Background: an optimization exercise with open tools, aiming at small area, a short achievable clock period and few clock cycles per item. Do not read the settings as production practice. The RTL was checked by simulation tests, not by an equivalence proof against the original design. Power figures rest on the tool's default switching activity, not on a simulated workload.

// axis_gain_wrapper
module axis_gain_wrapper #(
    parameter integer C_S_AXI_DATA_WIDTH = 32,
    parameter integer C_S_AXI_ADDR_WIDTH = 4,
    parameter integer AUDIO_WIDTH        = 16,
    parameter integer GAIN_FBITS         = 12
)(
    input  wire aclk,
    input  wire aresetn,
    input  wire [31:0] s_axis_tdata,
    input  wire        s_axis_tlast,
    input  wire        s_axis_tvalid,
    output wire        s_axis_tready,
    output wire [31:0] m_axis_tdata,
    output wire        m_axis_tlast,
    output wire        m_axis_tvalid,
    input  wire        m_axis_tready,
    input  wire [C_S_AXI_ADDR_WIDTH-1:0] s_axi_awaddr,
    input  wire                          s_axi_awvalid,
    output wire                          s_axi_awready,
    input  wire [C_S_AXI_DATA_WIDTH-1:0] s_axi_wdata,
    input  wire [3:0]                    s_axi_wstrb,
    input  wire                          s_axi_wvalid,
    output wire                          s_axi_wready,
    output wire [1:0]                    s_axi_bresp,
    output reg                           s_axi_bvalid,
    input  wire                          s_axi_bready,
    input  wire [C_S_AXI_ADDR_WIDTH-1:0] s_axi_araddr,
    input  wire                          s_axi_arvalid,
    output wire                          s_axi_arready,
    output reg  [C_S_AXI_DATA_WIDTH-1:0] s_axi_rdata,
    output wire [1:0]                    s_axi_rresp,
    output reg                           s_axi_rvalid,
    input  wire                          s_axi_rready
);
    reg [31:0] reg_control;
    reg [31:0] reg_gain_l;
    reg [31:0] reg_gain_r;
    reg        wack;       
    reg [1:0]  rsel;       
    assign s_axi_awready = wack;
    assign s_axi_wready  = wack;
    assign s_axi_bresp   = 2'b00;
    assign s_axi_rresp   = 2'b00;
    assign s_axi_arready = !s_axi_rvalid;
    wire wgo = s_axi_awvalid && s_axi_wvalid && !wack && !s_axi_bvalid && !s_axi_rvalid;
    wire [1:0] addr_w = s_axi_awaddr[3:2];
    wire [31:0] wd_ctl = s_axi_wdata & {32{aresetn}};
  ...
==> flow/config.mk <==
export PLATFORM = sky130hd
export DESIGN_NAME = axis_gain_wrapper
export DESIGN_NICKNAME = axis_gain_wrapper
export VERILOG_FILES = /design/flow/design.v
export SDC_FILE = /design/flow/constraint.sdc
export NUM_CORES = 4
export LEC_CHECK = 0
export ABC_AREA = 1
export CAP_MARGIN = 20
export CORE_MARGIN = 2
export CORE_UTILIZATION = 40
export SLEW_MARGIN = 20
==> flow/constraint.sdc <==
create_clock -name core_clock -period 8.0 [get_ports {aclk}]
set_input_delay 1.6000 -clock core_clock [delete_from_list [all_inputs] [get_ports {aclk}]]
set_output_delay 1.6000 -clock core_clock [all_outputs]
set_load 0.01 [all_outputs]
run.sh (not shown) runs the stock make flow with config.mk's settings and CLKGATE_MAP_FILE= SYNTH_SCRIPT=/design/flow/synth_recipe.tcl, a recipe that flattens the netlist after the stock synthesis.
Testbench counts at the start, summed over its fixed seeds: cycles 16,480, samples 16,384.
Edit:
- SETUP_SLACK_MARGIN: not set -> 4.2
=> The new run ran to the end with no violations; worst hold slack stays flat; setup slack improved by 0.82 ns; total power rose by 1.1%; cell area grows by 2.8%; synthesized area is unchanged; wire length goes up by 5.2%; critical path depth climbs by 11; combinational power rose by about 3%; clock-buffer cell count is higher by 1; die area is unchanged; via count went up by 2.1%.

Another version of the RTL of axis_gain_wrapper (not shown whole).
Size: ~2,100 cells after synthesis.
// axis_gain_wrapper
module axis_gain_wrapper #(
    parameter integer C_S_AXI_DATA_WIDTH = 32,
    parameter integer C_S_AXI_ADDR_WIDTH = 4,
    parameter integer AUDIO_WIDTH        = 16,
    parameter integer GAIN_FBITS         = 12
)(
    input  wire aclk,
    input  wire aresetn,
    input  wire [31:0] s_axis_tdata,
    input  wire        s_axis_tlast,
    input  wire        s_axis_tvalid,
    output wire        s_axis_tready,
    output wire [31:0] m_axis_tdata,
    output wire        m_axis_tlast,
    output wire        m_axis_tvalid,
    input  wire        m_axis_tready,
    input  wire [C_S_AXI_ADDR_WIDTH-1:0] s_axi_awaddr,
    input  wire                          s_axi_awvalid,
    output wire                          s_axi_awready,
    input  wire [C_S_AXI_DATA_WIDTH-1:0] s_axi_wdata,
    input  wire [3:0]                    s_axi_wstrb,
    input  wire                          s_axi_wvalid,
    output wire                          s_axi_wready,
    output wire [1:0]                    s_axi_bresp,
    output reg                           s_axi_bvalid,
    input  wire                          s_axi_bready,
    input  wire [C_S_AXI_ADDR_WIDTH-1:0] s_axi_araddr,
    input  wire                          s_axi_arvalid,
    output wire                          s_axi_arready,
    output reg  [C_S_AXI_DATA_WIDTH-1:0] s_axi_rdata,
    output wire [1:0]                    s_axi_rresp,
    output reg                           s_axi_rvalid,
    input  wire                          s_axi_rready
);
export LEC_CHECK = 0
export ABC_AREA = 1
export CAP_MARGIN = 5
export CORE_MARGIN = 2
export CORE_UTILIZATION = 40
export CTS_BUF_LIST = sky130_fd_sc_hd__clkbuf_4 sky130_fd_sc_hd__clkbuf_8
export SETUP_SLACK_MARGIN = 4.35
export SLEW_MARGIN = 5
create_clock -name core_clock -period 8.0 [get_ports {aclk}]
standard.sh (not shown) runs the stock make flow with config.mk's settings and CLKGATE_MAP_FILE= SYNTH_SCRIPT=/design/flow/synth_recipe.tcl, a recipe that flattens the netlist after the stock synthesis.
==> flow/flow/run.sh <==
#!/bin/bash
# Standard layout with two changes:
#  - the port buffers use the smallest buffer cell;
#  - m_axis_tready and s_axis_tready sit next to each other (flow/io.tcl);
#  - after the standard synthesis, flow/flip_fa.py removes inverters around
#    full adders (a full adder is self-dual, so some adders take the
#    complements of their inputs instead); registers are not touched.
# Each step's output goes to its own log file in this folder.
set -euo pipefail
export BUFFER_PORTS_ARGS="-buffer_cell sky130_fd_sc_hd__buf_1"
export IO_CONSTRAINTS="$PWD/flow/io.tcl"
RES=orfs/results/sky130hd/axis_gain_wrapper/base
bash standard.sh synth > synth_flow.log 2>&1
cp "$RES/1_2_yosys.v" synth_netlist_standard.v
python3 flow/flip_fa.py synth_netlist_standard.v "$RES/1_2_yosys.v" > flip_fa.log 2>&1
touch "$RES/1_2_yosys.v"
bash standard.sh > layout_flow.log 2>&1
Other scripts of this flow, unchanged in this note and not shown: flow/flow/flip_fa.py, flow/flow/io.tcl
Testbench counts at the start, summed over its fixed seeds: cycles 16,480, samples 16,384.
Edit:
- CAP_MARGIN: 5 -> 20
- SLEW_MARGIN: 5 -> 20
The new run ran to the end with no violations.
Setup slack stays the same.
Critical path depth does not change.
Via count stays the same.
Core utilization does not change.
Final area does not change.
Routed wire length is unchanged.
Die area is unchanged.
Global-route usage stays the same.
Combinational power is about the same.
Maximum frequency stays the same.
Count of clock-buffer cells in the layout stays the same.
Edit:
- CTS_BUF_LIST: sky130_fd_sc_hd__clkbuf_4 sky130_fd_sc_hd__clkbuf_8 -> sky130_fd_sc_hd__clkbuf_8
- CTS_CLUSTER_DIAMETER: unset -> 60
- CTS_CLUSTER_SIZE: unset -> 14
Result: Routed wire length went down by 0.91%; design area went down by 1.6%; setup slack gets worse by 0.020 ns; global-route usage went down by 0.15 points; core utilization went down by 0.73 points; first-iteration DRC count went down by 9.5%; non-clock buffer count went up by 1.
Edit:
- CTS_BUF_LIST: sky130_fd_sc_hd__clkbuf_8 -> sky130_fd_sc_hd__clkbuf_4 sky130_fd_sc_hd__clkbuf_8
- CTS_CLUSTER_DIAMETER: 60 -> unset
- CTS_CLUSTER_SIZE: 14 -> unset
- SETUP_SLACK_MARGIN: 4.35 -> 4.45
- fmax grows slightly
- wire length increases slightly
- area after synthesis stays the same
- worst hold slack gets worse by 0.0064 ns
- total power climbs by a few percent
- global-route usage barely changes
- core utilization came out higher by 1.2 points
- synthesized cell count stays the same
- critical path depth came out lower by 5
- via count grows slightly
- first-iteration DRC count rises by roughly a tenth

-- port drivers added, routing unchanged --
Ports are ideal in the flow. The routed layouts listed here were re-timed in OpenROAD. Step 1, drivers: a clkbuf_16 drives aclk and a buf_2 each remaining input, both assumed. Step 2 also shifts input and output timing later by t, the mid clock arrival at the registers, as if the neighbouring blocks saw the same clock. Slacks: ideal / step 1 / step 2; pairs: ideal / step 1.
run | shift t [ns] | setup WS [ns] | hold slack, ns | worst register clock-pin slew, ns
the first run of note 1 | 0.607 | 3.117 / 3.096 / 3.096 | 0.419 / 0.419 / 0.419 | 0.07 / 0.07
the second run of note 1 | 0.607 | 3.940 / 3.940 / 3.940 | 0.420 / 0.420 / 0.420 | 0.06 / 0.06
the first run of note 2 | 0.698 | 4.364 / 4.315 / 4.315 | 0.406 / 0.406 / 0.406 | 0.07 / 0.07
the second run of note 2 | 0.698 | 4.364 / 4.315 / 4.315 | 0.406 / 0.406 / 0.406 | 0.07 / 0.07
the third run of note 2 | 0.659 | 4.343 / 4.313 / 4.313 | 0.419 / 0.419 / 0.419 | 0.10 / 0.10
the fourth run of note 2 | 0.680 | 4.365 / 4.321 / 4.321 | 0.413 / 0.413 / 0.413 | 0.07 / 0.07
After both steps every run listed still meets setup and hold.
